What follows belongs to an exercise in optimizing a design on an open flow for small area and a short achievable clock period; a production flow would make more cautious choices. Function was checked by simulation only, so behaviour that the tests miss may differ from the original. No activity file was given, so power comes from the tool's default toggle rates.

==> flow/design.v <==
`timescale 1ns / 1ps
module fp16_multiplier(
  input wire clk,
  input wire [15:0] a,
  input wire [15:0] b,
  output wire [15:0] out
);
  wire s0_s, s0_sticky;
  wire [5:0] s0_esum;
  wire [10:0] s0_ma;
  wire [12:1] s0_m3;
  wire [3:0] s0_d1, s0_d2, s0_d3, s0_d4;
  wire [2:0] s0_dn;
  fp16m_stage0 u_s0(.a(a), .b(b), .s(s0_s), .sticky(s0_sticky), .esum(s0_esum),
    .ma(s0_ma), .m3(s0_m3), .d1(s0_d1), .d2(s0_d2), .d3(s0_d3), .d4(s0_d4), .dn(s0_dn));
  reg r0_s, r0_sticky;
  reg [5:0] r0_esum;
  reg [10:0] ma;
  reg [12:1] m3;   
  reg [3:0] d1, d2, d3, d4;
  reg [2:0] dn;
  always @(posedge clk) begin
    r0_s <= s0_s; r0_esum <= s0_esum; r0_sticky <= s0_sticky;
    ma <= s0_ma; m3 <= s0_m3; d1 <= s0_d1; d2 <= s0_d2; d3 <= s0_d3; d4 <= s0_d4; dn <= s0_dn;
  end
  wire [21:8] s1_hx, s1_hy;
  wire [8:8] s1_pl;   
  fp16m_stage1 u_s1(.ma(ma), .m3({m3, ma[0]}), .d1(d1), .d2(d2), .d3(d3), .d4(d4), .dn(dn),
    .hx(s1_hx), .hy(s1_hy), .pl(s1_pl));
  reg [21:8] r1_hx, r1_hy;
  reg [8:8] r1_pl;
  reg r1_sticky, r1_s;
  reg [5:0] r1_esum;
  always @(posedge clk) begin
    r1_hx <= s1_hx; r1_hy <= s1_hy; r1_pl <= s1_pl;
    r1_sticky <= r0_sticky; r1_s <= r0_s; r1_esum <= r0_esum;
  end
  wire [21:8] s2_p;
  fp16m_stage2 u_s2(.hx(r1_hx), .hy(r1_hy), .pl(r1_pl), .p(s2_p));
  reg [21:8] r2_p;
  reg r2_sticky, r2_s;
  reg [5:0] r2_esum;
  always @(posedge clk) begin
    r2_p <= s2_p;
    r2_sticky <= r1_sticky; r2_s <= r1_s; r2_esum <= r1_esum;
  end
  wire lead = r2_p[21];
  wire [10:0] kept = lead ? r2_p[21:11] : r2_p[20:10];
  wire guard = lead ? r2_p[10] : r2_p[9];
  wire rnd = lead ? r2_p[9] : r2_p[8];
  wire ru = guard & (rnd | r2_sticky | kept[0]);
  reg [11:0] r3_sum;   
  reg [5:0] r3_e;
  reg r3_nan, r3_s;
  always @(posedge clk) begin
    r3_sum <= {1'b0, kept} + {11'd0, ru};
    r3_e <= r2_esum + {5'd0, lead};   
    r3_nan <= &r2_esum; r3_s <= r2_s;
  end
  wire of = r3_sum[11];
  wire [6:0] e = {1'b0, r3_e} + {6'd0, of};
  wire sub = e[6:4] == 3'd0;
  wire ovf = e >= 7'd46;
  wire [4:0] ex = (e[4:0] + 5'd1) ^ 5'b10000;
  wire [9:0] subf = r3_sum[11:1] >> (~r3_e[3:0]);
  wire [14:0] low = ovf ? 15'h7c00 : sub ? {5'd0, subf} : {ex, r3_sum[9:0]};
  reg [15:0] r4_out, r5_out;
  always @(posedge clk) begin
    r4_out <= r3_nan ? 16'h7e00 : {r3_s, low};
    r5_out <= r4_out;
  end
  assign out = r5_out;
endmodule
module fp16m_stage1(
  input wire [10:0] ma,
  input wire [12:0] m3,
  input wire [3:0] d1, d2, d3, d4,
  input wire [2:0] dn,
  output wire [21:8] hx, hy,
  output wire [8:8] pl
);
  wire t0_0 = ((d1[0] & ma[0]) | (d3[0] & m3[0])) ^ dn[0];
  wire t0_1 = ((d1[0] & ma[1]) | (d2[0] & ma[0]) | (d3[0] & m3[1])) ^ dn[0];
  wire t0_2 = ((d1[0] & ma[2]) | (d2[0] & ma[1]) | (d3[0] & m3[2]) | (d4[0] & ma[0])) ^ dn[0];
  wire t0_3 = ((d1[0] & ma[3]) | (d2[0] & ma[2]) | (d3[0] & m3[3]) | (d4[0] & ma[1])) ^ dn[0];
  wire t0_4 = ((d1[0] & ma[4]) | (d2[0] & ma[3]) | (d3[0] & m3[4]) | (d4[0] & ma[2])) ^ dn[0];
  wire t0_5 = ((d1[0] & ma[5]) | (d2[0] & ma[4]) | (d3[0] & m3[5]) | (d4[0] & ma[3])) ^ dn[0];
  wire t0_6 = ((d1[0] & ma[6]) | (d2[0] & ma[5]) | (d3[0] & m3[6]) | (d4[0] & ma[4])) ^ dn[0];
  wire t0_7 = ((d1[0] & ma[7]) | (d2[0] & ma[6]) | (d3[0] & m3[7]) | (d4[0] & ma[5])) ^ dn[0];
  wire t0_8 = ((d1[0] & ma[8]) | (d2[0] & ma[7]) | (d3[0] & m3[8]) | (d4[0] & ma[6])) ^ dn[0];
  wire t0_9 = ((d1[0] & ma[9]) | (d2[0] & ma[8]) | (d3[0] & m3[9]) | (d4[0] & ma[7])) ^ dn[0];
  wire t0_10 = ((d1[0] & ma[10]) | (d2[0] & ma[9]) | (d3[0] & m3[10]) | (d4[0] & ma[8])) ^ dn[0];
  wire t0_11 = ((d2[0] & ma[10]) | (d3[0] & m3[11]) | (d4[0] & ma[9])) ^ dn[0];
  wire t0_12 = ((d3[0] & m3[12]) | (d4[0] & ma[10])) ^ dn[0];
  wire t1_0 = ((d1[1] & ma[0]) | (d3[1] & m3[0])) ^ dn[1];
  wire t1_1 = ((d1[1] & ma[1]) | (d2[1] & ma[0]) | (d3[1] & m3[1])) ^ dn[1];
  wire t1_2 = ((d1[1] & ma[2]) | (d2[1] & ma[1]) | (d3[1] & m3[2]) | (d4[1] & ma[0])) ^ dn[1];
  wire t1_3 = ((d1[1] & ma[3]) | (d2[1] & ma[2]) | (d3[1] & m3[3]) | (d4[1] & ma[1])) ^ dn[1];
  wire t1_4 = ((d1[1] & ma[4]) | (d2[1] & ma[3]) | (d3[1] & m3[4]) | (d4[1] & ma[2])) ^ dn[1];
  wire t1_5 = ((d1[1] & ma[5]) | (d2[1] & ma[4]) | (d3[1] & m3[5]) | (d4[1] & ma[3])) ^ dn[1];
  wire t1_6 = ((d1[1] & ma[6]) | (d2[1] & ma[5]) | (d3[1] & m3[6]) | (d4[1] & ma[4])) ^ dn[1];
  wire t1_7 = ((d1[1] & ma[7]) | (d2[1] & ma[6]) | (d3[1] & m3[7]) | (d4[1] & ma[5])) ^ dn[1];
  wire t1_8 = ((d1[1] & ma[8]) | (d2[1] & ma[7]) | (d3[1] & m3[8]) | (d4[1] & ma[6])) ^ dn[1];
  wire t1_9 = ((d1[1] & ma[9]) | (d2[1] & ma[8]) | (d3[1] & m3[9]) | (d4[1] & ma[7])) ^ dn[1];
  wire t1_10 = ((d1[1] & ma[10]) | (d2[1] & ma[9]) | (d3[1] & m3[10]) | (d4[1] & ma[8])) ^ dn[1];
  wire t1_11 = ((d2[1] & ma[10]) | (d3[1] & m3[11]) | (d4[1] & ma[9])) ^ dn[1];
  wire t1_12 = ((d3[1] & m3[12]) | (d4[1] & ma[10])) ^ dn[1];
  wire t2_0 = ((d1[2] & ma[0]) | (d3[2] & m3[0])) ^ dn[2];
  wire t2_1 = ((d1[2] & ma[1]) | (d2[2] & ma[0]) | (d3[2] & m3[1])) ^ dn[2];
  wire t2_2 = ((d1[2] & ma[2]) | (d2[2] & ma[1]) | (d3[2] & m3[2]) | (d4[2] & ma[0])) ^ dn[2];
  wire t2_3 = ((d1[2] & ma[3]) | (d2[2] & ma[2]) | (d3[2] & m3[3]) | (d4[2] & ma[1])) ^ dn[2];
  wire t2_4 = ((d1[2] & ma[4]) | (d2[2] & ma[3]) | (d3[2] & m3[4]) | (d4[2] & ma[2])) ^ dn[2];
  wire t2_5 = ((d1[2] & ma[5]) | (d2[2] & ma[4]) | (d3[2] & m3[5]) | (d4[2] & ma[3])) ^ dn[2];
  wire t2_6 = ((d1[2] & ma[6]) | (d2[2] & ma[5]) | (d3[2] & m3[6]) | (d4[2] & ma[4])) ^ dn[2];
  wire t2_7 = ((d1[2] & ma[7]) | (d2[2] & ma[6]) | (d3[2] & m3[7]) | (d4[2] & ma[5])) ^ dn[2];
  wire t2_8 = ((d1[2] & ma[8]) | (d2[2] & ma[7]) | (d3[2] & m3[8]) | (d4[2] & ma[6])) ^ dn[2];
  wire t2_9 = ((d1[2] & ma[9]) | (d2[2] & ma[8]) | (d3[2] & m3[9]) | (d4[2] & ma[7])) ^ dn[2];
  wire t2_10 = ((d1[2] & ma[10]) | (d2[2] & ma[9]) | (d3[2] & m3[10]) | (d4[2] & ma[8])) ^ dn[2];
  wire t2_11 = ((d2[2] & ma[10]) | (d3[2] & m3[11]) | (d4[2] & ma[9])) ^ dn[2];
  wire t2_12 = ((d3[2] & m3[12]) | (d4[2] & ma[10])) ^ dn[2];
  wire t3_0 = (d1[3] & ma[0]) | (d3[3] & m3[0]);
  wire t3_1 = (d1[3] & ma[1]) | (d2[3] & ma[0]) | (d3[3] & m3[1]);
  wire t3_2 = (d1[3] & ma[2]) | (d2[3] & ma[1]) | (d3[3] & m3[2]) | (d4[3] & ma[0]);
  wire t3_3 = (d1[3] & ma[3]) | (d2[3] & ma[2]) | (d3[3] & m3[3]) | (d4[3] & ma[1]);
  wire t3_4 = (d1[3] & ma[4]) | (d2[3] & ma[3]) | (d3[3] & m3[4]) | (d4[3] & ma[2]);
  wire t3_5 = (d1[3] & ma[5]) | (d2[3] & ma[4]) | (d3[3] & m3[5]) | (d4[3] & ma[3]);
  wire t3_6 = (d1[3] & ma[6]) | (d2[3] & ma[5]) | (d3[3] & m3[6]) | (d4[3] & ma[4]);
  wire t3_7 = (d1[3] & ma[7]) | (d2[3] & ma[6]) | (d3[3] & m3[7]) | (d4[3] & ma[5]);
  wire t3_8 = (d1[3] & ma[8]) | (d2[3] & ma[7]) | (d3[3] & m3[8]) | (d4[3] & ma[6]);
  wire t3_9 = (d1[3] & ma[9]) | (d2[3] & ma[8]) | (d3[3] & m3[9]) | (d4[3] & ma[7]);
  wire t3_10 = (d1[3] & ma[10]) | (d2[3] & ma[9]) | (d3[3] & m3[10]) | (d4[3] & ma[8]);
  wire t3_11 = (d2[3] & ma[10]) | (d3[3] & m3[11]) | (d4[3] & ma[9]);
  wire t3_12 = (d3[3] & m3[12]) | (d4[3] & ma[10]);
  wire fs0 = t0_6 ^ t1_3;
  wire fc0 = t0_6 & t1_3;
  wire fs1 = t0_7 ^ t1_4;
  wire fc1 = t0_7 & t1_4;
  wire fs2 = t0_8 ^ t1_5;
  wire fc2 = t0_8 & t1_5;
  wire fs3 = t0_9 ^ t1_6 ^ t2_3;
  wire fc3 = (t0_9 & t1_6) | (t2_3 & (t0_9 ^ t1_6));
  wire fs4 = t0_10 ^ t1_7 ^ t2_4;
  wire fc4 = (t0_10 & t1_7) | (t2_4 & (t0_10 ^ t1_7));
  wire fs5 = t0_11 ^ t1_8 ^ t2_5;
  wire fc5 = (t0_11 & t1_8) | (t2_5 & (t0_11 ^ t1_8));
  wire fs6 = t0_12 ^ t1_9 ^ t2_6;
  wire fc6 = (t0_12 & t1_9) | (t2_6 & (t0_12 ^ t1_9));
  wire fs7 = t1_10 ^ t2_7 ^ t3_4;
  wire fc7 = (t1_10 & t2_7) | (t3_4 & (t1_10 ^ t2_7));
  wire fs8 = t1_11 ^ t2_8 ^ t3_5;
  wire fc8 = (t1_11 & t2_8) | (t3_5 & (t1_11 ^ t2_8));
  wire fs9 = t1_12 ^ t2_9 ^ t3_6;
  wire fc9 = (t1_12 & t2_9) | (t3_6 & (t1_12 ^ t2_9));
  wire fs10 = t2_10 ^ t3_7 ^ ~dn[1];
  wire fc10 = (t2_10 & t3_7) | (~dn[1] & (t2_10 ^ t3_7));
  wire fs11 = t2_11 ^ t3_8;
  wire fc11 = t2_11 & t3_8;
  wire fs12 = t2_12 ^ t3_9;
  wire fc12 = t2_12 & t3_9;
  wire fs13 = t0_3 ^ t1_0;
  wire fc13 = t0_3 & t1_0;
  wire fs14 = t0_4 ^ t1_1;
  wire fc14 = t0_4 & t1_1;
  wire fs15 = t0_5 ^ t1_2;
  wire fc15 = t0_5 & t1_2;
  wire fs16 = t2_0 ^ dn[2] ^ fs0;
  wire fc16 = (t2_0 & dn[2]) | (fs0 & (t2_0 ^ dn[2]));
  wire fs17 = t2_1 ^ fs1 ^ fc0;
  wire fc17 = (t2_1 & fs1) | (fc0 & (t2_1 ^ fs1));
  wire fs18 = t2_2 ^ fs2 ^ fc1;
  wire fc18 = (t2_2 & fs2) | (fc1 & (t2_2 ^ fs2));
  wire fs19 = t3_0 ^ fc2 ^ fs3;
  wire fc19 = (t3_0 & fc2) | (fs3 & (t3_0 ^ fc2));
  wire fs20 = t3_1 ^ fs4 ^ fc3;
  wire fc20 = (t3_1 & fs4) | (fc3 & (t3_1 ^ fs4));
  wire fs21 = t3_2 ^ fs5 ^ fc4;
  wire fc21 = (t3_2 & fs5) | (fc4 & (t3_2 ^ fs5));
  wire fs22 = t3_3 ^ fs6 ^ fc5;
  wire fc22 = (t3_3 & fs6) | (fc5 & (t3_3 ^ fs6));
  wire fs23 = dn[0] ^ fs7 ^ fc6;
  wire fc23 = (dn[0] & fs7) | (fc6 & (dn[0] ^ fs7));
  wire fs24 = dn[0] ^ fs8 ^ fc7;
  wire fc24 = (dn[0] & fs8) | (fc7 & (dn[0] ^ fs8));
  wire fs25 = dn[0] ^ fs9 ^ fc8;
  wire fc25 = (dn[0] & fs9) | (fc8 & (dn[0] ^ fs9));
  wire fs26 = ~dn[0] ^ fs10 ^ fc9;
  wire fc26 = (~dn[0] & fs10) | (fc9 & (~dn[0] ^ fs10));
  wire fs27 = 1'b1 ^ fs11 ^ fc10;
  wire fc27 = (1'b1 & fs11) | (fc10 & (1'b1 ^ fs11));
  wire fs28 = 1'b1 ^ fs12 ^ fc11;
  wire fc28 = (1'b1 & fs12) | (fc11 & (1'b1 ^ fs12));
  wire fs29 = t3_10 ^ ~dn[2] ^ fc12;
  wire fc29 = (t3_10 & ~dn[2]) | (fc12 & (t3_10 ^ ~dn[2]));
  wire fs30 = t3_11 ^ 1'b1;
  wire fc30 = t3_11 & 1'b1;
  wire fs31 = t3_12 ^ 1'b1;
  wire fc31 = t3_12 & 1'b1;
  wire [7:0] lx = {fs17, fs16, fs15, fs14, dn[1], t0_2, t0_1, t0_0};
  wire [7:0] ly = {fc16, fc15, fc14, fc13, fs13, 1'b0, 1'b0, dn[0]};
  wire [8:0] lsum = {1'b0, lx} + {1'b0, ly};
  assign pl = lsum[8:8];
  assign hx = {fs31, fs30, fs29, fs28, fs27, fs26, fs25, fs24, fs23, fs22, fs21, fs20, fs19, fs18};
  assign hy = {fc30, fc29, fc28, fc27, fc26, fc25, fc24, fc23, fc22, fc21, fc20, fc19, fc18, fc17};
endmodule
module fp16m_stage2(
  input wire [21:8] hx, hy,
  input wire [8:8] pl,
  output wire [21:8] p
);
  wire [14:0] psum = {hx, 1'b1} + {hy, pl[8]};
  assign p = psum[14:1];
endmodule
module fp16m_stage0(
  input wire [15:0] a, b,
  output wire s, sticky,
  output wire [5:0] esum,
  output wire [10:0] ma,
  output wire [12:1] m3,
  output wire [3:0] d1, d2, d3, d4,
  output wire [2:0] dn
);
  wire [4:0] ea = a[14:10], eb = b[14:10];
  wire [9:0] fa = a[9:0], fb = b[9:0];
  wire ea0 = ea == 5'd0, eb0 = eb == 5'd0, ea31 = &ea, eb31 = &eb;
  wire fa0 = fa == 10'd0, fb0 = fb == 10'd0;
  wire za = ea0 & fa0, zb = eb0 & fb0;
  wire ia = ea31 & fa0, ib = eb31 & fb0;
  assign s = a[15] ^ b[15];
  wire nan = (ea31 & ~fa0) | (eb31 & ~fb0) | (ia & zb) | (za & ib);
  wire [5:0] sum = {1'b0, ea} + {1'b0, eb};
  assign esum = nan ? 6'd63 : (za | zb) ? 6'd0 : (ia | ib) ? 6'd46 : sum;
  wire [8:0] tza, tzb;   
  assign tza[0] = 1'b1; assign tzb[0] = 1'b1;
  genvar gk;
  generate for (gk = 1; gk <= 8; gk = gk + 1) begin : g_tz
    assign tza[gk] = tza[gk-1] & ~fa[gk-1];
    assign tzb[gk] = tzb[gk-1] & ~fb[gk-1];
  end endgenerate
  assign sticky = ~|(tza & {tzb[0], tzb[1], tzb[2], tzb[3], tzb[4], tzb[5], tzb[6], tzb[7], tzb[8]});
  assign ma = {~ea0, fa};
  wire [12:0] m3x = {2'b00, ma} + {1'b0, ma, 1'b0};
  assign m3 = m3x[12:1];
  wire [12:0] mbx = {1'b0, 1'b0, ~eb0, fb, 1'b0};   
  wire [3:0] dnx;
  generate for (gk = 0; gk < 4; gk = gk + 1) begin : g_booth
    wire y3 = mbx[3*gk+3], y2 = mbx[3*gk+2], y1 = mbx[3*gk+1], y0 = mbx[3*gk];
    wire [2:0] v = {1'b0, y2, 1'b0} + {2'b00, y1} + {2'b00, y0};   
    wire [2:0] m = y3 ? 3'd4 - v : v;
    assign d1[gk] = m == 3'd1;
    assign d2[gk] = m == 3'd2;
    assign d3[gk] = m == 3'd3;
    assign d4[gk] = m == 3'd4;
    assign dnx[gk] = y3 & (m != 3'd0);
  end endgenerate
  assign dn = dnx[2:0];   
endmodule
==> flow/flow/run.sh <==
#!/bin/bash
# The standard layout (standard.sh), with these changes:
# - synthesis leaves full and half adders to ABC (ADDER_MAP_FILE empty: no extract_fa,
#   no fa/ha cells);
# - the port buffers are buf_1 cells instead of the delay buffers buffer_ports picks;
# - clock tree synthesis inserts no dummy loads.
set -euo pipefail
ADDER_MAP_FILE= bash standard.sh synth > synth.log 2>&1
export BUFFER_PORTS_ARGS="-buffer_cell sky130_fd_sc_hd__buf_1"
export CTS_ARGS="-sink_clustering_enable -repair_clock_nets -dont_use_dummy_load -buf_list sky130_fd_sc_hd__clkbuf_8 -sink_clustering_size 20"
bash standard.sh > layout.log 2>&1
==> flow/standard.sh <==
#!/bin/bash
# synth_recipe.tcl (not shown) runs the flow's synth.tcl, then flattens the netlist and writes it again
# the make line also repeats each setting of config.mk as NAME=value (left out here)
make -C /OpenROAD-flow-scripts/flow DESIGN_CONFIG=/design/flow/config.mk WORK_HOME=/design/flow/orfs CLKGATE_MAP_FILE= SYNTH_SCRIPT=/design/flow/synth_recipe.tcl "${@:-finish}"
==> flow/config.mk <==
export PLATFORM = sky130hd
export DESIGN_NAME = fp16_multiplier
export DESIGN_NICKNAME = fp16_multiplier
export VERILOG_FILES = /design/flow/design.v
export SDC_FILE = /design/flow/constraint.sdc
export NUM_CORES = 4
export LEC_CHECK = 0
export CAP_MARGIN = 20
export CORE_MARGIN = 2
export CORE_UTILIZATION = 55
export CTS_BUF_LIST = sky130_fd_sc_hd__clkbuf_8
export CTS_CLUSTER_SIZE = 20
export SETUP_SLACK_MARGIN = 3.0
export SLEW_MARGIN = 20
export SYNTH_HIERARCHICAL = 1
==> flow/constraint.sdc <==
create_clock -name core_clock -period 5.0 [get_ports {clk}]
set_input_delay 1.0000 -clock core_clock [delete_from_list [all_inputs] [get_ports {clk}]]
set_output_delay 1.0000 -clock core_clock [all_outputs]
set_load 0.01 [all_outputs]
==> impl_metrics.json, run 1 <==
{
  "status": "no timing/DRC/antenna violations",
  "yosysSeqAreaShare": 0.372,
  "hp-start": "r0_esum[1]$_DFF_P_",
  "post-route-period-util": 0.408,
  "track_usage": 0.219,
  "grt_pass1_wl_um": 28900,
  "drt-wirelength-per-cell_um": 16.2,
  "syn2layout_area_growth_pct": 3.03,
  "drc": 0,
  "routed_via_density": 5.73,
  "max-slew-margin-rel": 0.458,
  "seqPwrFrac": 0.441,
  "die_x_um": 130,
  "final.setup.tns_ns": 0,
  "syn_avg_cell_area_um2": 9.46,
  "syn_inst": 916,
  "power_switching_share": 0.379,
  "synthesis.area_um2": 8670,
  "p_switching_mw": 1.88,
  "startpoint_type": "flop",
  "drtIter0Drc": 504,
  "cts_made_buffers": 17,
  "core_area_um2": 15300,
  "synthArstFlopShare": 0,
  "synth_cell_types": 81,
  "dpl_cell_area_um2": 8510,
  "cts_hold_buf": 0,
  "r2r-start": "r1_pl$_DFF_P_",
  "clk_pin_slew_ns": 0.11,
  "yosys_warnings": 7,
  "ant_nets": 0,
  "dpl.cell_count": 1081,
  "crit_chain": "maj3_2 > o21a_1 > maj3_2 > a211o_4 > a221oi_4 > xnor2_1",
  "drt-pass1-iter-count": 5,
  "hold_viol_final": 0,
  "antenna_found_initial": 0,
  "critPathMaxFanout": 3,
  "ir_worst_vdd_uv": 210,
  "htree_num_levels": 4,
  "drive_gt1_frac": 0.156,
  "final_util": 0.583,
  "dieArea_um2": 16800,
  "worstHoldPathType": "reg -> reg",
  "clk_latency_ns": 0.46,
  "max_freq_ghz": 0.491,
  "std_cell_rows": 45,
  "cpPeakStageDelay_ns": 0.37,
  "r2r-end": "r2_p[21]$_DFF_P_",
  "globalplace.congestion": 0.864,
  "synth_nets": 949,
  "regToRegSetupSlack_ns": 2.96,
  "clockRootBuffer": "clkbuf_8",
  "diodes": 0,
  "vias": 6351,
  "p_leak_nw": 3.25,
  "cts.sink_count": 161,
  "nets": 932,
  "synth-main-ff-cell": "dfxtp_1",
  "grt_pass1_vias": 5873,
  "cts_tree": "yes",
  "grt_overflow": 0,
  "synth-seq-cells": 161,
  "place_hpwl_um": 13600,
  "p_int_mw": 3.08,
  "p_comb_frac": 0.424,
  "rsz0062_at_grt": "yes",
  "final_area_um2": 8930,
  "start_util": 0.566,
  "slowest_stage": "a211o_4",
  "required_ns": 5.31,
  "portBuffers": 48,
  "powerDensity_nw_per_um2": 555,
  "worst-slew-pin-transition_ns": 0.812,
  "drv_slew": 0,
  "crit_path_end_kind": "flop",
  "cts_buffer_depth": 2,
  "fin_crit_ns": 2.04,
  "crit_top_cell": "maj3_2",
  "setup_viol": 0,
  "synth_edf_count": 0,
  "cp.arrival_ns": 2.35,
  "io_pins": 49,
  "grt_start_max_net_pins": 21,
  "finClkSkew_ns": 0.0389,
  "wl_um": 17900,
  "whs_path_depth": 0,
  "max_cap_viol_count": 0,
  "die_h_um": 130,
  "crit_type": "reg -> reg",
  "clkPwrFrac": 0.136,
  "whs_endpoint": "r1_esum[1]$_DFF_P_",
  "instances_no_fill": 1108,
  "reg2reg_depth": 6
}
-- worst max path at each step --
| stage | from | to | cells past startpoint |
|---|---|---|---|
| after global routing | ma[0]$_DFF_P_ | r1_pl$_DFF_P_ | 7 |
| after detailed placement | a[1] | m3[10]$_DFF_P_ | 6 |
| after global placement | a[1] | m3[10]$_DFF_P_ | 6 |
| after CTS | r1_pl$_DFF_P_ | r2_p[21]$_DFF_P_ | 6 |
| final | r1_pl$_DFF_P_ | r2_p[21]$_DFF_P_ | 6 |
| after floorplan | a[1] | m3[11]$_DFF_P_ | 6 |
-- logic make-up (layout without fill, tap and decap cells) --
logic type               Yosys count  in the layout  share of synthesized area
AO/OA/AOI/OAI                    231            231                      0.209
XOR/XNOR                         158            158                      0.161
adder cells (fa/ha/maj)           23             23                     0.0292
buffers and inverters            110             91                     0.0766
flip-flops                       161            161                      0.372
multiplexers                      25             25                     0.0300
AND/OR/NAND/NOR                  208            208                      0.122
-- timing repair --
item | 4_1_cts | 5_1_grt
buffers inserted | 4 | 6
resized for setup | 26 | 18
pin swaps | 8 | 2
setup endpoints to repair | 14 | 19
-- area by class of cell --
class / instances / area, um2
Clock buffer: 17 / 234
Inverter: 15 / 57.6
Timing Repair Buffer: 59 / 265
Fill cell: 1399 / 6380
Tap cell: 211 / 264
Multi-Input combinational cell: 645 / 4840
Sequential cell: 161 / 3270
-- critical path, delay by kind of cell, from the launching register on --
family / cells / cell delay, ns
adder cells (fa/ha/maj): 2 / 0.66
AO/OA/AOI/OAI: 3 / 0.81
flip-flops: 1 / 0.34
XOR/XNOR: 1 / 0.10
-- modules after synthesis (local to each module, per instance) --
module	area, um2	cells	flops+latches	copies in the design
fp16m_stage2	743	107	0	1
fp16m_stage0	1140	176	0	1
fp16_multiplier	4390	338	161	1
fp16m_stage1	2400	295	0	1
-- registers in the layout, summed over array words and instances (netlist names), 3 cells and up --
register,cells
r1_hx,14
ma,11
r5_out,16
r2_esum,6
m3,12
d2,4
d3,4
r1_hy,14
r2_p,14
r3_sum,12
r0_esum,6
r4_out,16
dn,3
d1,4
r1_esum,6
d4,4
r3_e,6
-- stage by stage --
| stage | setup slack [ns] | power, mW | hold WS (ns) |
|---|---|---|---|
| after detailed placement | 2.57 | 4.21 | 0.312 |
| after CTS | 2.95 | 4.94 | 0.306 |
| final | 2.96 | 4.96 | 0.304 |
| after floorplan | 2.93 | 3.96 | 0.310 |
| after global routing | 2.90 | 5.32 | 0.311 |
| after global placement | 2.63 | 4.17 | 0.310 |
-- metal layers --
layer	share of wire	GRT usage	vias to the layer above
met1	0.46	0.284	2948
met4	0.021	0.0835	0
met5	0	0	-
met3	0.050	0.0392	25
met2	0.47	0.364	203
li1	-	-	3175
-- synthesized netlist by cell type, drive strengths merged, types with 2 or more instances --
| cell | instances | area share |
|---|---|---|
| a211oi | 4 | 0.0040 |
| a21o | 3 | 0.0027 |
| a21oi | 37 | 0.023 |
| a221oi | 24 | 0.037 |
| a222oi | 7 | 0.0081 |
| a22o | 30 | 0.030 |
| a22oi | 29 | 0.025 |
| a2bb2oi | 2 | 0.0027 |
| a31oi | 8 | 0.0058 |
| a32oi | 2 | 0.0020 |
| and2 | 14 | 0.011 |
| and3 | 6 | 0.0045 |
| buf | 82 | 0.064 |
| clkbuf | 13 | 0.0058 |
| dfxtp | 161 | 0.37 |
| inv | 14 | 0.0061 |
| maj3 | 23 | 0.029 |
| mux2 | 5 | 0.0065 |
| mux2i | 20 | 0.024 |
| nand2 | 69 | 0.030 |
| nand2b | 3 | 0.0022 |
| nand3 | 25 | 0.015 |
| nand3b | 2 | 0.0017 |
| nand4 | 6 | 0.0051 |
| nor2 | 49 | 0.021 |
| nor2b | 9 | 0.0065 |
| nor3 | 10 | 0.0089 |
| nor3b | 2 | 0.0030 |
| nor4 | 4 | 0.0046 |
| o2111ai | 2 | 0.0020 |
| o211ai | 6 | 0.0052 |
| o21a | 5 | 0.0043 |
| o21ai | 37 | 0.022 |
| o21bai | 6 | 0.0052 |
| o221ai | 2 | 0.0020 |
| o22a | 2 | 0.0030 |
| o22ai | 8 | 0.0065 |
| o31ai | 8 | 0.0081 |
| or2 | 4 | 0.0029 |
| xnor2 | 130 | 0.13 |
| xor2 | 28 | 0.028 |
-- layout by cell type (no fill, tap or decap), types with 4 or more instances in the layout --
master	synthesis	final
o21bai_1	6	6
a31oi_1	8	8
a22o_1	30	30
a222oi_1	7	7
dfxtp_2	0	25
mux2i_1	19	19
xor2_1	28	27
nand3_1	24	24
xnor2_1	128	128
nor2_1	49	49
nor2b_1	9	9
mux2_2	5	5
o21a_1	5	5
maj3_2	18	18
a21oi_1	34	34
inv_1	14	14
or2_2	4	4
o31ai_1	6	5
nand4_1	5	5
a221oi_1	7	5
dfxtp_1	161	133
buf_4	44	11
a221oi_2	17	18
clkbuf_8	0	17
buf_1	1	46
a22oi_1	29	28
maj3_1	5	5
o21ai_0	35	34
o22ai_1	7	7
nor3_1	7	7
and2_1	11	11
o211ai_1	6	6
nand2_1	69	69
and3_1	5	5
-- power groups by stage --
| stage | clock network, mW | logic (mW) | registers, mW |
|---|---|---|---|
| 4_1_cts | 0.696 | 2.07 | 2.18 |
| 6_report | 0.672 | 2.10 | 2.18 |
| 3_5_place_dp | 0 | 2.01 | 2.20 |
| 5_1_grt | 0.750 | 2.32 | 2.24 |
| 2_1_floorplan | 0 | 1.98 | 1.99 |
| 3_3_place_gp | 0 | 1.99 | 2.18 |
==> run 2, diff against run 1 <==
--- a/flow/config.mk
+++ b/flow/config.mk
@@ -7,9 +7,10 @@
 export LEC_CHECK = 0
 export CAP_MARGIN = 20
 export CORE_MARGIN = 2
-export CORE_UTILIZATION = 55
+export CORE_UTILIZATION = 50
 export CTS_BUF_LIST = sky130_fd_sc_hd__clkbuf_8
 export CTS_CLUSTER_SIZE = 20
 export SETUP_SLACK_MARGIN = 3.0
 export SLEW_MARGIN = 20
 export SYNTH_HIERARCHICAL = 1
+export SYNTH_MINIMUM_KEEP_SIZE = 500
==> run 2 against run 1 <==
  * Non-clock buffer count increased by 15
  * Wire length fell by 1.3%
  * Global-route usage decreased by 2.4 points
  * First-iteration DRC count increased by 33%
  * Critical endpoint is now r1_pl$_DFF_P_
  * Largest power group unchanged
==> impl_metrics.json, run 2 <==
{
  "status": "no timing/DRC/antenna violations",
  "final_area_um2": 9070,
  "wl_um": 17700,
  "hp-start": "r1_esum[2]$_DFF_P_",
  "crit_path_end_kind": "flop",
  "yosysSeqAreaShare": 0.376,
  "syn2layout_area_growth_pct": 5.90,
  "std_cell_rows": 47,
  "die_x_um": 135,
  "drt-wirelength-per-cell_um": 16.0,
  "clk_latency_ns": 0.44,
  "dieArea_um2": 18200,
  "r2r-end": "r1_pl$_DFF_P_",
  "grt_pass1_wl_um": 28500,
  "post-synth-top-count-cell": "dfxtp_1",
  "rsz0062_at_grt": "yes",
  "synth_edf_count": 0,
  "whs_path_depth": 0,
  "hold_viol_final": 0,
  "drv_slew": 0,
  "regToRegSetupSlack_ns": 2.97,
  "instances_no_fill": 1107,
  "top_regs": "r4_out: 16 flops, r5_out: 16 flops",
  "htree_num_levels": 4,
  "layout_commonest_cell": "dfxtp_1",
  "fin_crit_ns": 2.03,
  "synthArstFlopShare": 0,
  "synth-main-ff-cell": "dfxtp_1",
  "globalplace.congestion": 0.901,
  "io_pins": 49,
  "ir_worst_vdd_uv": 269,
  "portBuffers": 48,
  "worst-slew-pin-transition_ns": 0.665,
  "critPathMaxFanout": 6,
  "max_freq_ghz": 0.493,
  "nets": 922,
  "ant_nets": 0,
  "cp.arrival_ns": 2.36,
  "reg2reg_depth": 7,
  "setup_ws_ns": 2.97,
  "synth_nets": 926,
  "core_area_um2": 16600,
  "clk_pin_slew_ns": 0.10,
  "yosysTopAreaCell": "dfxtp_1",
  "grt_pass1_vias": 5772,
  "syn_inst": 893,
  "place_hpwl_um": 12900,
  "crit_type": "reg -> reg",
  "clockRootBuffer": "clkbuf_8",
  "setup_viol": 0,
  "cts_made_buffers": 17,
  "powerDensity_nw_per_um2": 537,
  "syn_avg_cell_area_um2": 9.59,
  "die_h_um": 135,
  "synth_area_leaders": "dfxtp_1 (38%), xnor2_1 (13%), buf_4 (3.8%), a22o_1 (3.0%), a221oi_2 (2.8%)",
  "drt-pass1-iter-count": 9,
  "grt_start_max_net_pins": 30,
  "diodes": 0,
  "dpl.cell_count": 1065,
  "post-route-period-util": 0.406,
  "netlist.area_leader.share": 0.376,
  "synth_cell_types": 75,
  "final.setup.tns_ns": 0,
  "whs_endpoint": "r2_esum[2]$_DFF_P_",
  "critPathLaunch": "d1[1]$_DFF_P_",
  "vias": 6229,
  "required_ns": 5.33,
  "r2r-start": "d1[1]$_DFF_P_",
  "max-slew-margin-rel": 0.556,
  "layout_common_cells": "dfxtp_1 (129), xnor2_1 (128), nand2_1 (59)",
  "p_leak_nw": 3.30,
  "start_util": 0.515,
  "finClkSkew_ns": 0.0386,
  "worstHoldPathType": "reg -> reg",
  "routed_via_density": 5.63,
  "synth-seq-cells": 161,
  "drc": 0,
  "dpl_cell_area_um2": 8430,
  "cts_tree": "yes",
  "cts.sink_count": 161,
  "cts_buffer_depth": 2,
  "drtIter0Drc": 669,
  "dp_slack_ns": 2.55,
  "track_usage": 0.195,
  "synthTopCellsByCount": "dfxtp_1 (161), xnor2_1 (129), nand2_1 (59), nor2_1 (54), buf_4 (43)",
  "startpoint_type": "flop",
  "max_cap_viol_count": 0,
  "yosys_warnings": 7,
  "antenna_found_initial": 0,
  "drive_gt1_frac": 0.203,
  "grt_overflow": 0,
  "synthesis.area_um2": 8570
}
==> run 2: worst max-delay path by stage <==
| stage | cells past startpoint | slack [ns] | endpoint |
|---|---|---|---|
| 2_1_floorplan | 6 | 2.93 | m3[11]$_DFF_P_ |
| 3_3_place_gp | 6 | 2.60 | r0_esum[4]$_DFF_P_ |
| 3_5_place_dp | 6 | 2.55 | m3[10]$_DFF_P_ |
| 4_1_cts | 7 | 2.81 | r1_pl$_DFF_P_ |
| 5_1_grt | 7 | 2.82 | r1_pl$_DFF_P_ |
| 6_report | 7 | 2.97 | r1_pl$_DFF_P_ |
==> run 2: cell type report <==
cell class | count | area (um2)
fillers | 1499 | 7570
inverters | 16 | 61.3
well taps | 220 | 275
multi-input cells | 619 | 4820
repair buffers | 74 | 399
flip-flops and latches | 161 | 3280
clock buffers | 17 | 234
==> run 2: what timing repair did <==
item / in CTS / in global routing
hold endpoints to repair: 0 / 0
setup buffers: 0 / 25
pin swaps: 0 / 20
gates resized for setup: 4 / 68
setup endpoints to repair: 14 / 44
hold buffers: 0 / 0
==> run 2: cell families (layout without fill, tap and decap cells) <==
group                      after synthesis  in the layout  synth area share
AOI/OAI and AO/OA                      213            213             0.196
and+or+nand+nor                        195            195             0.116
DFF                                    161            161             0.376
xor gates and xnor gates               158            158             0.163
buffers and inverters                  113            107            0.0767
adders and majority gates               28             28            0.0355
muxes                                   25             25            0.0364
==> run 2: stage by stage <==
step           hold WS (ns)  total power [mW]  utilization
6_report              0.315              4.87        0.545
4_1_cts               0.314              4.80        0.521
3_3_place_gp          0.310              4.07        0.507
5_1_grt               0.315              5.24        0.545
3_5_place_dp          0.312              4.11        0.507
2_1_floorplan         0.310              3.90            -
==> run 2: worst max-delay path, cell delays in order (launching register included) <==
cell,delay [ns]
dfxtp_4,0.37
a22o_1,0.24
or3_4,0.37
and4b_4,0.23
xor2_2,0.15
xnor2_2,0.21
nand4_1,0.14
a211oi_2,0.23
==> run 2: report_power, final <==
part / leakage [nW] / internal (mW) / total, mW / switching (mW)
sequential: 1.36 / 1.72 / 2.16 / 0.433
clock: 0.122 / 0.299 / 0.665 / 0.366
combinational: 1.82 / 1.07 / 2.05 / 0.981
total: 3.30 / 3.09 / 4.87 / 1.78
==> run 2: routing by layer <==
layer	vias up	share of wire	track usage
li1	3097	-	-
met1	2875	0.46	0.260
met2	222	0.47	0.308
met3	35	0.052	0.0420
met4	0	0.017	0.0743
met5	-	0	0
==> run 2: Yosys stat by module (local to each module, per instance) <==
module	flip-flops and latches	times used
fp16_multiplier	161	1
fp16m_stage1	0	1
fp16m_stage0	0	1
==> run 3, diff against run 2 <==
--- a/flow/config.mk
+++ b/flow/config.mk
@@ -13,4 +13,3 @@
 export SETUP_SLACK_MARGIN = 3.0
 export SLEW_MARGIN = 20
 export SYNTH_HIERARCHICAL = 1
-export SYNTH_MINIMUM_KEEP_SIZE = 500
==> run 3 against run 2 <==
  * Critical path depth is 1 lower
  * Clock skew is 0.012 ns lower
  * Largest cell class unchanged
  * Final cell count is 0.81% higher
  * Critical path type unchanged
  * Still clean
  * Clock power is 0.6% higher
  * Core utilization is 2.3 points lower
  * Largest power group unchanged
==> impl_metrics.json, run 3 <==
{
  "clk_latency_ns": 0.44,
  "portBuffers": 48,
  "drc": 0,
  "core_area_um2": 17100,
  "synth-seq-cells": 161,
  "whs_endpoint": "r5_out[8]$_DFF_P_",
  "worstHoldPathType": "reg -> reg",
  "yosysTopAreaCell": "dfxtp_1",
  "num-fill-cells": 1580,
  "synth-main-ff-cell": "dfxtp_1",
  "reg2reg_depth": 6,
  "yosysSeqAreaShare": 0.372,
  "max_cap_viol_count": 0,
  "io_pins": 49,
  "top_regs": "r4_out: 16 flops, r5_out: 16 flops",
  "nets": 926,
  "drt-wirelength-per-cell_um": 16.2,
  "p_leak_nw": 3.24,
  "die_h_um": 136,
  "r2r-end": "r2_p[21]$_DFF_P_",
  "fin_crit_ns": 2.04,
  "track_usage": 0.204,
  "synthArstFlopShare": 0,
  "grt_start_max_net_pins": 19,
  "dp_slack_ns": 2.52,
  "std_cell_rows": 48,
  "htree_num_levels": 4,
  "hold_viol_final": 0,
  "start_util": 0.506,
  "layout_commonest_cell": "dfxtp_1",
  "synth_edf_count": 0,
  "required_ns": 5.34,
  "ant_nets": 0,
  "power_mw": 4.96,
  "place_hpwl_um": 13800,
  "synth_cell_types": 81,
  "drt-pass1-iter-count": 8,
  "yosys_warnings": 7,
  "cpPeakStageDelay_ns": 0.35,
  "status": "no timing/DRC/antenna violations",
  "antenna_found_initial": 0,
  "crit_top_cell": "maj3_2",
  "grt_overflow": 0,
  "cts_tree": "yes",
  "post-route-period-util": 0.407,
  "worst-slew-pin-transition_ns": 0.547,
  "final_util": 0.522,
  "cpLargestDelayFamily": "compound AO/OA/AOI/OAI gates",
  "powerDensity_nw_per_um2": 556,
  "drive_gt1_frac": 0.162,
  "synthTopCellsByCount": "dfxtp_1 (161), xnor2_1 (128), nand2_1 (69), nor2_1 (49), buf_4 (44)",
  "synth-compound-area-share": 0.209,
  "diodes": 0,
  "post-synth-top-count-cell": "dfxtp_1",
  "synthesis.area_um2": 8670,
  "synth_nets": 949,
  "routed_via_density": 5.66,
  "final.setup.tns_ns": 0,
  "slowest_stage": "a211o_4",
  "drv_slew": 0,
  "syn2layout_area_growth_pct": 3.02,
  "whs_path_depth": 0,
  "synth_simple_gate_area_frac": 0.122,
  "wl_um": 18100,
  "synth_xor_xnor_area_share": 0.161,
  "grt_pass1_wl_um": 30100,
  "crit_type": "reg -> reg",
  "cts_made_buffers": 17,
  "grt_pass1_vias": 6003,
  "r2r-start": "r1_pl$_DFF_P_",
  "netlist.area_leader.share": 0.372,
  "clk_pin_slew_ns": 0.08,
  "hp-start": "r4_out[8]$_SDFF_PP0_",
  "syn_avg_cell_area_um2": 9.46,
  "crit_path_end_kind": "flop",
  "cp_num_buf_inv": 0,
  "max_freq_ghz": 0.491,
  "synthAdderAreaFrac": 0.0292,
  "crit_chain": "maj3_2 > o21a_1 > maj3_2 > a211o_4 > a221oi_2 > xnor2_1",
  "rsz0062_at_grt": "yes",
  "cts_hold_buf": 0,
  "cp.arrival_ns": 2.37,
  "finClkSkew_ns": 0.0265,
  "synth_top_family_by_area": "compound AO/OA/AOI/OAI gates",
  "setup_viol": 0,
  "cts.sink_count": 161,
  "cts_buffer_depth": 2,
  "syn_inst": 916,
  "synth_area_leaders": "dfxtp_1 (37%), xnor2_1 (13%), buf_4 (3.8%), a22o_1 (3.0%), nand2_1 (3.0%)",
  "startpoint_type": "flop",
  "globalplace.congestion": 0.926,
  "vias": 6313,
  "layout_common_cells": "dfxtp_1 (131), xnor2_1 (127), nand2_1 (69)",
  "synth.area.mux_share": 0.0300,
  "regToRegSetupSlack_ns": 2.96,
  "clockRootBuffer": "clkbuf_8",
  "critPathMaxFanout": 3,
  "ir_worst_vdd_uv": 254,
  "max-slew-margin-rel": 0.635,
  "drtIter0Drc": 670,
  "dieArea_um2": 18400,
  "die_x_um": 136,
  "setup_ws_ns": 2.96
}
[run 3: how the worst max path moves through the flow]
stage,slack (ns),cells after the start,end,startpoint
floorplan,2.93,6,m3[11]$_DFF_P_,a[1]
global placement,2.56,6,r0_esum[0]$_DFF_P_,a[2]
detailed placement,2.52,6,r0_esum[0]$_DFF_P_,a[2]
CTS,2.87,7,r1_pl$_DFF_P_,d1[1]$_DFF_P_
global route,2.84,7,r1_pl$_DFF_P_,ma[0]$_DFF_P_
finish,2.96,6,r2_p[21]$_DFF_P_,r1_pl$_DFF_P_
[run 3: final cells by class]
type                            instances  area [um2]  area share
Clock buffer                           17         234      0.0262
Inverter                               15        57.6     0.00645
Multi-Input combinational cell        645        4870       0.545
Sequential cell                       161        3260       0.365
Tap cell                              225         282      0.0315
Timing Repair Buffer                   53         223      0.0249
[run 3: report_power, final]
part | internal [mW] | switching (mW) | leakage, nW
clock | 0.300 | 0.370 | 0.122
combinational | 1.05 | 1.04 | 1.76
sequential | 1.72 | 0.477 | 1.36
[run 3: kinds of logic after synthesis]
group / count (synthesis)
multiplexers: 25
flip-flops: 161
buffers and inverters: 110
AND/OR/NAND/NOR: 208
XOR/XNOR: 158
adder cells (fa/ha/maj): 23
AO/OA/AOI/OAI: 231
[run 3: routing by layer]
metal	vias to the layer above	track usage	wire [um]
li1	3167	-	-
met1	2921	0.270	8460
met2	197	0.334	8540
met3	28	0.0434	840
met4	0	0.0613	261
met5	-	0	0
[run 3: stage by stage]
step | hold WS, ns | area (um2) | instances
after detailed placement | 0.312 | 8530 | 1095
final | 0.317 | 8930 | 1116
after global placement | 0.310 | 8530 | 1095
after global routing | 0.332 | 8930 | 1116
after floorplan | 0.310 | 8670 | 916
after CTS | 0.323 | 8810 | 1115
[run 3: per-module statistics from Yosys, one instance, submodules excluded]
| module | flops+latches | cells |
|---|---|---|
| fp16m_stage2 | 0 | 107 |
| fp16_multiplier | 161 | 338 |
| fp16m_stage0 | 0 | 176 |
| fp16m_stage1 | 0 | 295 |
[run 3: what timing repair did]
item | CTS | global route
resized for setup | 9 | 42
endpoints found under the setup margin | 8 | 27
pin swaps | 5 | 4
setup buffers | 3 | 1
==> run 4, diff against run 3 <==
--- a/flow/config.mk
+++ b/flow/config.mk
@@ -10,6 +10,7 @@
 export CORE_UTILIZATION = 50
 export CTS_BUF_LIST = sky130_fd_sc_hd__clkbuf_8
 export CTS_CLUSTER_SIZE = 20
+export GPL_ROUTABILITY_DRIVEN = 0
 export SETUP_SLACK_MARGIN = 3.0
 export SLEW_MARGIN = 20
 export SYNTH_HIERARCHICAL = 1
==> run 4 against run 3 <==
  * Synthesized cell count is the same
  * Via count barely moved
  * First-iteration DRC count grew 11%
  * Fmax rose by 2.3%
  * Sequential power about the same
  * Global-route usage down 1.3 points
  * Sequential share of layout area decreased by 0.57 points
  * Combinational power hardly changed
  * Clock skew increased by 0.0022 ns
  * Flip-flop and latch count unchanged
  * Final cell count rose by 0.99%
  * Critical path depth stayed put
  * Critical endpoint unchanged
  * Largest cell class unchanged
  * Largest power group unchanged
  * Highest routed layer unchanged
==> impl_metrics.json, run 4 <==
{
  "antenna_found_initial": 0,
  "diodes": 0,
  "synth_nets": 949,
  "portBuffers": 48,
  "layout_common_cells": "dfxtp_1 (134), xnor2_1 (126), nand2_1 (69)",
  "whs_path_depth": 0,
  "post-route-period-util": 0.398,
  "synth_edf_count": 0,
  "synth_cell_types": 81,
  "crit_type": "reg -> reg",
  "num-fill-cells": 1605,
  "yosys_warnings": 7,
  "multi_input_area_um2": 4940,
  "syn_avg_cell_area_um2": 9.46,
  "dieArea_um2": 18400,
  "worstHoldPathType": "reg -> reg",
  "fin_crit_ns": 1.99,
  "r2r-end": "r2_p[21]$_DFF_P_",
  "start_util": 0.506,
  "cts_buffer_depth": 2,
  "die_h_um": 136,
  "cts_made_buffers": 17,
  "grt_start_max_net_pins": 21,
  "required_ns": 5.35,
  "drc": 0,
  "yosysTopAreaCell": "dfxtp_1",
  "drt-wirelength-per-cell_um": 15.5,
  "critPathMaxFanout": 3,
  "critPathLaunch": "r1_pl$_DFF_P_",
  "synth_area_leaders": "dfxtp_1 (37%), xnor2_1 (13%), buf_4 (3.8%), a22o_1 (3.0%), nand2_1 (3.0%)",
  "vias": 6309,
  "ant_nets": 0,
  "drive_gt1_frac": 0.175,
  "cts_hold_buf": 0,
  "track_usage": 0.191,
  "drtIter0Drc": 746,
  "hold_slack_ns": 0.322,
  "setup_viol": 0,
  "layout_commonest_cell": "dfxtp_1",
  "final_util": 0.533,
  "p_leak_nw": 3.32,
  "top_regs": "r4_out: 16 flops, r5_out: 16 flops",
  "synthesis.area_um2": 8670,
  "netlist.area_leader.share": 0.372,
  "htree_num_levels": 4,
  "yosysSeqAreaShare": 0.372,
  "synth-main-ff-cell": "dfxtp_1",
  "startpoint_type": "flop",
  "final.setup.tns_ns": 0,
  "reg2reg_depth": 6,
  "cts.sink_count": 161,
  "post-synth-top-count-cell": "dfxtp_1",
  "wl_um": 17500,
  "nets": 937,
  "synthTopCellsByCount": "dfxtp_1 (161), xnor2_1 (128), nand2_1 (69), nor2_1 (49), buf_4 (44)",
  "clk_latency_ns": 0.44,
  "drv_slew": 0,
  "regToRegSetupSlack_ns": 3.01,
  "crit_path_end_kind": "flop",
  "max_cap_viol_count": 0,
  "hold_viol_final": 0,
  "syn2layout_area_growth_pct": 5.33,
  "seq_area_um2": 3280,
  "drt-pass1-iter-count": 6,
  "grt_pass1_wl_um": 28400,
  "ir_worst_vdd_uv": 243,
  "max-slew-margin-rel": 0.606,
  "core_area_um2": 17100,
  "worst-slew-pin-transition_ns": 0.590,
  "synth-seq-cells": 161,
  "max_freq_ghz": 0.503,
  "syn_inst": 916,
  "std_cell_rows": 48,
  "dpl_cell_area_um2": 8520,
  "synthArstFlopShare": 0,
  "critPathCapture": "r2_p[21]$_DFF_P_",
  "clockRootBuffer": "clkbuf_8",
  "grt_overflow": 0,
  "place_hpwl_um": 13100,
  "finClkSkew_ns": 0.0287,
  "routed_via_density": 5.60,
  "io_pins": 49,
  "die_x_um": 136,
  "final_area_um2": 9130,
  "powerDensity_nw_per_um2": 542,
  "cts_tree": "yes",
  "grt_pass1_vias": 5881,
  "status": "no timing/DRC/antenna violations",
  "clk_pin_slew_ns": 0.08,
  "cp.arrival_ns": 2.34,
  "rsz0062_at_grt": "yes",
  "r2r-start": "r1_pl$_DFF_P_"
}
==> run 4: cell count changes in the layout (fill, tap and decap cells not counted), moves of 2 or more <==
cell,change
dfxtp_2,-13
dfxtp_4,+10
buf_4,+8
a221oi_2,-4
a221oi_4,+4
buf_6,+3
dfxtp_1,+3
a22oi_1,-2
a22oi_2,+2
==> run 4: power breakdown <==
group / leakage (nW) / switching (mW) / internal [mW] / total, mW
Sequential: 1.36 / 0.490 / 1.72 / 2.21
Clock: 0.122 / 0.373 / 0.299 / 0.672
Combinational: 1.84 / 1.01 / 1.06 / 2.07
Total: 3.32 / 1.88 / 3.08 / 4.95
==> run 4: critical path, stage by stage, from the launching register on <==
cell and delay, ns:
dfxtp_1 0.32, maj3_2 0.33, o21a_1 0.20, maj3_2 0.33, a211o_4 0.36, a221oi_4 0.24
xnor2_1 0.14
==> run 4: timing repair <==
item | CTS | global route
resized for setup | 6 | 70
setup endpoints to repair | 15 | 35
buffers inserted | 3 | 13
pin swaps | 4 | 23
==> run 4: stage by stage <==
step	total power, mW	std cells	setup WS (ns)
final	4.95	1127	3.01
after floorplan	3.96	916	2.93
after global placement	4.14	1094	2.62
after CTS	4.91	1114	2.85
after detailed placement	4.19	1094	2.54
after global routing	5.32	1127	2.87
==> run 4: cell families (layout without fill, tap and decap cells) <==
group | Yosys count | count (layout) | share of synthesized area
xor gates and xnor gates | 158 | 158 | 0.161
adders and majority gates | 23 | 23 | 0.0292
and+or+nand+nor | 208 | 208 | 0.122
buffers and inverters | 110 | 96 | 0.0766
muxes | 25 | 25 | 0.0300
DFF | 161 | 161 | 0.372
AOI/OAI and AO/OA | 231 | 231 | 0.209
==> run 4: how the worst min path moves through the flow <==
| stage | startpoint | to |
|---|---|---|
| after floorplan | r0_esum[0]$_DFF_P_ | r1_esum[0]$_DFF_P_ |
| after global placement | r0_s$_DFF_P_ | r1_s$_DFF_P_ |
| after detailed placement | r1_esum[2]$_DFF_P_ | r2_esum[2]$_DFF_P_ |
| after CTS | r4_out[8]$_SDFF_PP0_ | r5_out[8]$_DFF_P_ |
| after global routing | r4_out[8]$_SDFF_PP0_ | r5_out[8]$_DFF_P_ |
| final | r4_out[8]$_SDFF_PP0_ | r5_out[8]$_DFF_P_ |
==> run 4: per-layer routing <==
| layer | global-route usage | vias to the layer above | share of wire |
|---|---|---|---|
| met5 | 0 | - | 0 |
| met4 | 0.0741 | 0 | 0.026 |
| met3 | 0.0385 | 39 | 0.048 |
| met2 | 0.311 | 220 | 0.46 |
| met1 | 0.250 | 2858 | 0.47 |
| li1 | - | 3192 | - |
==> run 4: Yosys stat by module, one instance, submodules excluded <==
module,copies in the design,cells
fp16_multiplier,1,338
fp16m_stage1,1,295
fp16m_stage2,1,107
fp16m_stage0,1,176
==> run 4: layout make-up <==
type	count	share of cell area
clock buffers	17	0.0256
inverters	15	0.00630
multi-input cells	645	0.541
flip-flops and latches	161	0.360
well taps	225	0.0308
repair buffers	64	0.0363
==> run 5, diff against run 4 <==
--- a/flow/config.mk
+++ b/flow/config.mk
@@ -10,7 +10,6 @@
 export CORE_UTILIZATION = 50
 export CTS_BUF_LIST = sky130_fd_sc_hd__clkbuf_8
 export CTS_CLUSTER_SIZE = 20
-export GPL_ROUTABILITY_DRIVEN = 0
-export SETUP_SLACK_MARGIN = 3.0
+export SETUP_SLACK_MARGIN = 3.1
 export SLEW_MARGIN = 20
 export SYNTH_HIERARCHICAL = 1
==> run 5 against run 4 <==
  * Still clean
  * Flip-flop and latch count unchanged
  * Core utilization up 1.3 points
  * Hold slack worse by 0.0024 ns
  * Critical path type unchanged
  * Largest power group is now combinational logic
  * Highest routed layer unchanged
==> impl_metrics.json, run 5 <==
{
  "synthTopCellsByCount": "dfxtp_1 (161), xnor2_1 (128), nand2_1 (69), nor2_1 (49), buf_4 (44)",
  "routed_via_density": 5.61,
  "std_cell_rows": 48,
  "post-synth-top-count-cell": "dfxtp_1",
  "diodes": 0,
  "layout_common_cells": "dfxtp_1 (121), xnor2_1 (118), nand2_1 (69)",
  "drtIter0Drc": 790,
  "cts_made_buffers": 17,
  "nets": 948,
  "critPathLaunch": "r1_pl$_DFF_P_",
  "io_pins": 49,
  "r2r-start": "r1_pl$_DFF_P_",
  "powerDensity_nw_per_um2": 545,
  "required_ns": 5.33,
  "ant_nets": 0,
  "grt_start_max_net_pins": 20,
  "critPathMaxFanout": 3,
  "yosysSeqAreaShare": 0.372,
  "wl_um": 18400,
  "cts_hold_buf": 0,
  "layout_commonest_cell": "dfxtp_1",
  "synth_cell_types": 81,
  "cts.sink_count": 161,
  "drt-pass1-iter-count": 5,
  "die_x_um": 136,
  "grt_pass1_vias": 5948,
  "status": "no timing/DRC/antenna violations",
  "top_regs": "r4_out: 16 flops, r5_out: 16 flops",
  "synth_edf_count": 0,
  "cts_buffer_depth": 2,
  "cp.arrival_ns": 2.36,
  "track_usage": 0.202,
  "cts_tree": "yes",
  "syn_inst": 916,
  "synthArstFlopShare": 0,
  "max-slew-margin-rel": 0.650,
  "worst-slew-pin-transition_ns": 0.521,
  "yosysTopAreaCell": "dfxtp_1",
  "dpl_cell_area_um2": 8540,
  "synthesis.area_um2": 8670,
  "post-route-period-util": 0.407,
  "syn_avg_cell_area_um2": 9.46,
  "setup_viol": 0,
  "globalplace.congestion": 0.908,
  "drive_gt1_frac": 0.229,
  "rsz0062_at_grt": "yes",
  "drv_slew": 0,
  "grt_pass1_wl_um": 29800,
  "regToRegSetupSlack_ns": 2.97,
  "clockRootBuffer": "clkbuf_8",
  "synth_area_leaders": "dfxtp_1 (37%), xnor2_1 (13%), buf_4 (3.8%), a22o_1 (3.0%), nand2_1 (3.0%)",
  "max_freq_ghz": 0.492,
  "synth-seq-cells": 161,
  "clk_latency_ns": 0.44,
  "startpoint_type": "flop",
  "final_util": 0.547,
  "die_h_um": 136,
  "fin_crit_ns": 2.03,
  "drt-wirelength-per-cell_um": 16.1,
  "netlist.area_leader.share": 0.372,
  "synth_nets": 949,
  "hold_viol_final": 0,
  "antenna_found_initial": 0,
  "crit_path_end_kind": "flop",
  "finClkSkew_ns": 0.0311,
  "crit_type": "reg -> reg",
  "worstHoldPathType": "reg -> reg",
  "clk_pin_slew_ns": 0.08,
  "final.setup.tns_ns": 0,
  "drc": 0,
  "reg2reg_depth": 6,
  "critPathCapture": "r2_p[21]$_DFF_P_",
  "place_hpwl_um": 13700,
  "ir_worst_vdd_uv": 264,
  "start_util": 0.506,
  "vias": 6387,
  "portBuffers": 48,
  "synth-main-ff-cell": "dfxtp_1",
  "r2r-end": "r2_p[21]$_DFF_P_",
  "grt_overflow": 0,
  "syn2layout_area_growth_pct": 7.92,
  "dieArea_um2": 18400,
  "max_cap_viol_count": 0,
  "htree_num_levels": 4,
  "p_leak_nw": 3.49,
  "whs_path_depth": 0,
  "final_area_um2": 9360,
  "yosys_warnings": 7,
  "core_area_um2": 17100
}
run 5: cell counts after synthesis:
Identical to the previous run, type by type.
run 5: logic make-up after synthesis:
logic type | count (synthesis) | share of synthesized area
buf+inv | 110 | 0.0766
simple gates | 208 | 0.122
fa+ha+maj | 23 | 0.0292
compound gates | 231 | 0.209
mux | 25 | 0.0300
xor+xnor | 158 | 0.161
flops | 161 | 0.372
run 5: report_power, final:
part	internal (mW)	total, mW	leakage, nW	switching, mW
clock network	0.300	0.667	0.122	0.368
logic	1.15	2.23	2.00	1.07
registers	1.72	2.20	1.36	0.479
total	3.18	5.10	3.49	1.92
run 5: area by class of cell:
cell class | instances | area [um2]
sequential | 161 | 3310
timing repair buffer | 75 | 462
tap | 225 | 282
fill | 1537 | 7760
clock buffer | 17 | 234
inverter | 15 | 57.6
multi-input combinational | 645 | 5010
run 5: per-layer routing:
| metal | up-vias | GRT usage | wire [um] |
|---|---|---|---|
| met1 | 2974 | 0.265 | 8500 |
| li1 | 3202 | - | - |
| met4 | 0 | 0.0666 | 243 |
| met2 | 181 | 0.333 | 8850 |
| met3 | 30 | 0.0412 | 767 |
| met5 | - | 0 | 0 |
run 5: timing repair:
action / 4_1_cts / 5_1_grt
endpoints found under the setup margin: 48 / 55
gates cloned: 0 / 0
resized for setup: 52 / 81
buffers inserted: 7 / 19
pin swaps: 5 / 22
run 5: worst max-delay path, stage by stage (launching register included):
cell,delay [ns]
dfxtp_2,0.32
maj3_2,0.33
o21a_1,0.20
maj3_2,0.34
a211o_4,0.35
a221oi_4,0.23
xnor2_1,0.16
run 5: how the worst min path moves through the flow:
stage                               endpoint            startpoint  slack (ns)
after floorplan           r1_esum[0]$_DFF_P_    r0_esum[0]$_DFF_P_        0.31
after global placement     r5_out[8]$_DFF_P_  r4_out[8]$_SDFF_PP0_        0.31
after detailed placement  r2_esum[1]$_DFF_P_    r1_esum[1]$_DFF_P_        0.31
after CTS                  r5_out[8]$_DFF_P_  r4_out[8]$_SDFF_PP0_        0.32
after global routing       r5_out[0]$_DFF_P_  r4_out[0]$_SDFF_PP0_        0.33
final                      r5_out[8]$_DFF_P_  r4_out[8]$_SDFF_PP0_        0.32
run 5: stage by stage:
step / setup slack (ns) / instances / hold WS (ns) / power [mW]
after floorplan: 2.93 / 916 / 0.310 / 3.96
after global placement: 2.56 / 1095 / 0.310 / 4.17
after detailed placement: 2.47 / 1095 / 0.312 / 4.22
after CTS: 2.95 / 1119 / 0.325 / 4.98
after global routing: 2.88 / 1138 / 0.332 / 5.48
final: 2.97 / 1138 / 0.319 / 5.10
run 5: Yosys stat by module (local to each module, per instance):
module	copies in the design	cell area [um2]
fp16_multiplier	1	4390
fp16m_stage1	1	2400
fp16m_stage0	1	1140
fp16m_stage2	1	743
==> run 6, diff against run 5 <==
--- a/flow/config.mk
+++ b/flow/config.mk
@@ -5,6 +5,7 @@
 export SDC_FILE = /design/flow/constraint.sdc
 export NUM_CORES = 4
 export LEC_CHECK = 0
+export ABC_AREA = 1
 export CAP_MARGIN = 20
 export CORE_MARGIN = 2
 export CORE_UTILIZATION = 50
@@ -12,4 +13,3 @@
 export CTS_CLUSTER_SIZE = 20
 export SETUP_SLACK_MARGIN = 3.1
 export SLEW_MARGIN = 20
-export SYNTH_HIERARCHICAL = 1
==> run 6 against run 5 <==
  * Via count up 24%
  * Hold slack worse by 0.014 ns
  * Clock power up 3%
  * Critical path type is now reg -> out
  * Final cell count up 38%
  * Total power down 6.2%
  * Critical path depth down 5
  * Largest cell class unchanged
==> impl_metrics.json, run 6 <==
{
  "status": "no timing/DRC/antenna violations",
  "netlist.area_leader.share": 0.378,
  "required_ns": 4.00,
  "ant_nets": 0,
  "layout_commonest_cell": "nand2_1",
  "p_leak_nw": 5.01,
  "dp_slack_ns": 2.41,
  "synth_edf_count": 0,
  "drv_slew": 0,
  "post-route-period-util": 0.378,
  "cts.sink_count": 161,
  "synth_cell_types": 47,
  "nets": 1389,
  "io_pins": 49,
  "synth-seq-cells": 161,
  "yosysSeqAreaShare": 0.378,
  "startpoint_type": "flop",
  "finClkSkew_ns": 0.0309,
  "worstHoldPathType": "reg -> reg",
  "synthesis.area_um2": 8530,
  "track_usage": 0.233,
  "crit_type": "reg -> out",
  "grt_pass1_wl_um": 33600,
  "syn_inst": 1274,
  "drtIter0Drc": 442,
  "cp_num_cells": 1,
  "cpPeakStageDelay_ns": 0.33,
  "die_h_um": 135,
  "cts_made_buffers": 17,
  "wl_um": 21000,
  "die_x_um": 135,
  "hp-start": "r4_out[8]$_SDFF_PP0_",
  "setup_ws_ns": 3.11,
  "drt-wirelength-per-cell_um": 13.3,
  "post-synth-top-count-cell": "nand2_1",
  "cts_tree": "yes",
  "diodes": 0,
  "yosys_warnings": 1,
  "r2r-start": "ma[9]$_DFF_P_",
  "crit_path_end_kind": "output pin",
  "syn2layout_area_growth_pct": 16.8,
  "layout_common_cells": "nand2_1 (362), inv_1 (151), dfxtp_1 (134)",
  "ir_worst_vdd_uv": 271,
  "cp.arrival_ns": 0.89,
  "synthTopCellsByCount": "nand2_1 (377), inv_1 (171), dfxtp_1 (161), nor2_1 (140), nand3_1 (69)",
  "clk_latency_ns": 0.46,
  "rsz0062_at_grt": "yes",
  "final.setup.tns_ns": 0,
  "synth_area_leaders": "dfxtp_1 (38%), nand2_1 (17%), inv_1 (7.5%), xor2_1 (6.7%), nor2_1 (6.2%)",
  "critPathMaxFanout": 1,
  "synthArstFlopShare": 0,
  "place_hpwl_um": 15700,
  "drt-pass1-iter-count": 5,
  "grt_pass1_vias": 6985,
  "hold_slack_ns": 0.305,
  "cts_buffer_depth": 2,
  "dieArea_um2": 18100,
  "crit_chain": "buf_6",
  "fin_crit_ns": 1.89,
  "powerDensity_nw_per_um2": 480,
  "htree_num_levels": 4,
  "final_area_um2": 9960,
  "vias": 7913,
  "clk_pin_slew_ns": 0.09,
  "portBuffers": 48,
  "dpl_cell_area_um2": 8960,
  "max_cap_viol_count": 0,
  "whs_path_depth": 0,
  "final_util": 0.598,
  "max_freq_ghz": 0.529,
  "start_util": 0.512,
  "cp_num_buf_inv": 1,
  "clockRootBuffer": "clkbuf_8",
  "slowest_stage": "dfxtp_2",
  "hold_viol_final": 0,
  "grt_start_max_net_pins": 19,
  "max-slew-margin-rel": 0.707,
  "setup_viol": 0,
  "cpLargestDelayFamily": "flip-flops",
  "grt_overflow": 0,
  "core_area_um2": 16600,
  "antenna_found_initial": 0,
  "drive_gt1_frac": 0.165,
  "synth-main-ff-cell": "dfxtp_1",
  "synth_nets": 1307,
  "reg2reg_depth": 11,
  "std_cell_rows": 47,
  "globalplace.congestion": 0.941,
  "routed_via_density": 5.03,
  "yosysTopAreaCell": "dfxtp_1",
  "worst-slew-pin-transition_ns": 0.427,
  "drc": 0,
  "top_regs": "r4_out: 16 flops, r5_out: 16 flops",
  "syn_avg_cell_area_um2": 6.69,
  "critPathLaunch": "r5_out[14]$_DFF_P_"
}
run 6: cell count changes in the layout (fill, tap and decap cells not counted), moves of 35 or more:
cell,previous run,this run
nor2_1,48,125
xor2_1,27,64
nand3_1,24,59
xnor2_1,118,9
o22ai_1,5,53
inv_1,14,151
nand2_1,69,362
run 6: cells by family (layout without fill, tap and decap cells):
family,count (synthesis),after routing,synth area share
buf+inv,209,289,0.0960
mux,7,7,0.00822
compound gates,196,196,0.136
simple gates,625,625,0.302
xor+xnor,76,76,0.0797
flops,161,161,0.378
run 6: cell type report:
type	count	area (um2)
timing repair inverter	1	5.00
tap	220	275
multi-input combinational	904	4820
fill	1594	6690
clock buffer	17	234
inverter	186	752
timing repair buffer	85	589
sequential	161	3280
run 6: worst paths after layout:
kind	end	slack, ns
hold reg to reg	r5_out[8]$_DFF_P_	0.31
hold / removal	r5_out[8]$_DFF_P_	0.31
setup / recovery	out[14]	3.11
setup reg to reg	r1_hx[14]$_DFF_P_	3.15
run 6: metrics by stage:
stage | power, mW | instances
2_1_floorplan | 3.44 | 1274
3_3_place_gp | 3.88 | 1519
3_5_place_dp | 3.90 | 1519
4_1_cts | 4.63 | 1548
5_1_grt | 5.20 | 1574
6_report | 4.78 | 1574
run 6: routing by layer:
layer,vias to the layer above,share of wire,track usage
li1,4206,-,-
met1,3439,0.48,0.317
met2,235,0.45,0.372
met3,33,0.056,0.0526
met4,0,0.018,0.0655
met5,-,0,0
run 6: where the power goes:
part	switching, mW	internal (mW)	total [mW]	leakage (nW)
sequential	0.248	1.71	1.96	1.36
clock	0.385	0.300	0.684	0.122
combinational	1.32	0.809	2.13	3.53
total	1.96	2.82	4.78	5.01
run 6: worst reg2reg max path: cells and delay by family, from the launching register on:
kind | cells | cell delay, ns
xor+xnor | 1 | 0.27
simple gates | 7 | 0.50
flops | 1 | 0.35
compound gates | 1 | 0.32
buf+inv | 2 | 0.31
run 6: timing repair:
item	in CTS	in global routing
hold buffers	0	0
pin swaps	9	22
resized for setup	59	118
setup endpoints to repair	68	76
gates cloned	0	1
setup buffers	12	25

==> what the ideal ports hide <==
The results above use ideal ports. As a check the final layouts listed here were re-extracted and re-timed, cells and wires unchanged. Step 1: set_driving_cell puts a clkbuf_16 on clk and a buf_2 on each other input, an assumption about the parent block. Step 2, shift: input delay + t, output delay - t, t = (earliest + latest rising clock arrival at the registers) / 2. This alone moves slack from input paths to output paths. Slacks: ideal ports / drivers / drivers and shift; pairs: ideal ports / drivers.
| run | t (ns) | setup slack, ns | worst hold slack (ns) | latest minus earliest clock arrival (ns) | cell pins on the clock port's net |
|---|---|---|---|---|---|
| run 1 | 0.474 | 2.962 / 2.962 / 2.633 | 0.304 / 0.304 / 0.304 | 0.054 / 0.054 | 1 |
| run 2 | 0.456 | 2.971 / 2.971 / 2.578 | 0.315 / 0.315 / 0.315 | 0.047 / 0.046 | 1 |
| run 3 | 0.455 | 2.965 / 2.965 / 2.609 | 0.317 / 0.317 / 0.317 | 0.038 / 0.037 | 1 |
| run 4 | 0.469 | 3.010 / 3.010 / 2.601 | 0.322 / 0.322 / 0.322 | 0.047 / 0.047 | 1 |
| run 5 | 0.463 | 2.966 / 2.966 / 2.651 | 0.319 / 0.319 / 0.319 | 0.039 / 0.038 | 1 |
| run 6 | 0.477 | 3.109 / 3.070 / 2.634 | 0.305 / 0.305 / 0.305 | 0.038 / 0.038 | 1 |
After both steps every run listed still meets setup and hold. For run 6, which loses most, drivers alone change the setup slack by -0.039 ns; drivers and shift together by -0.475 ns.
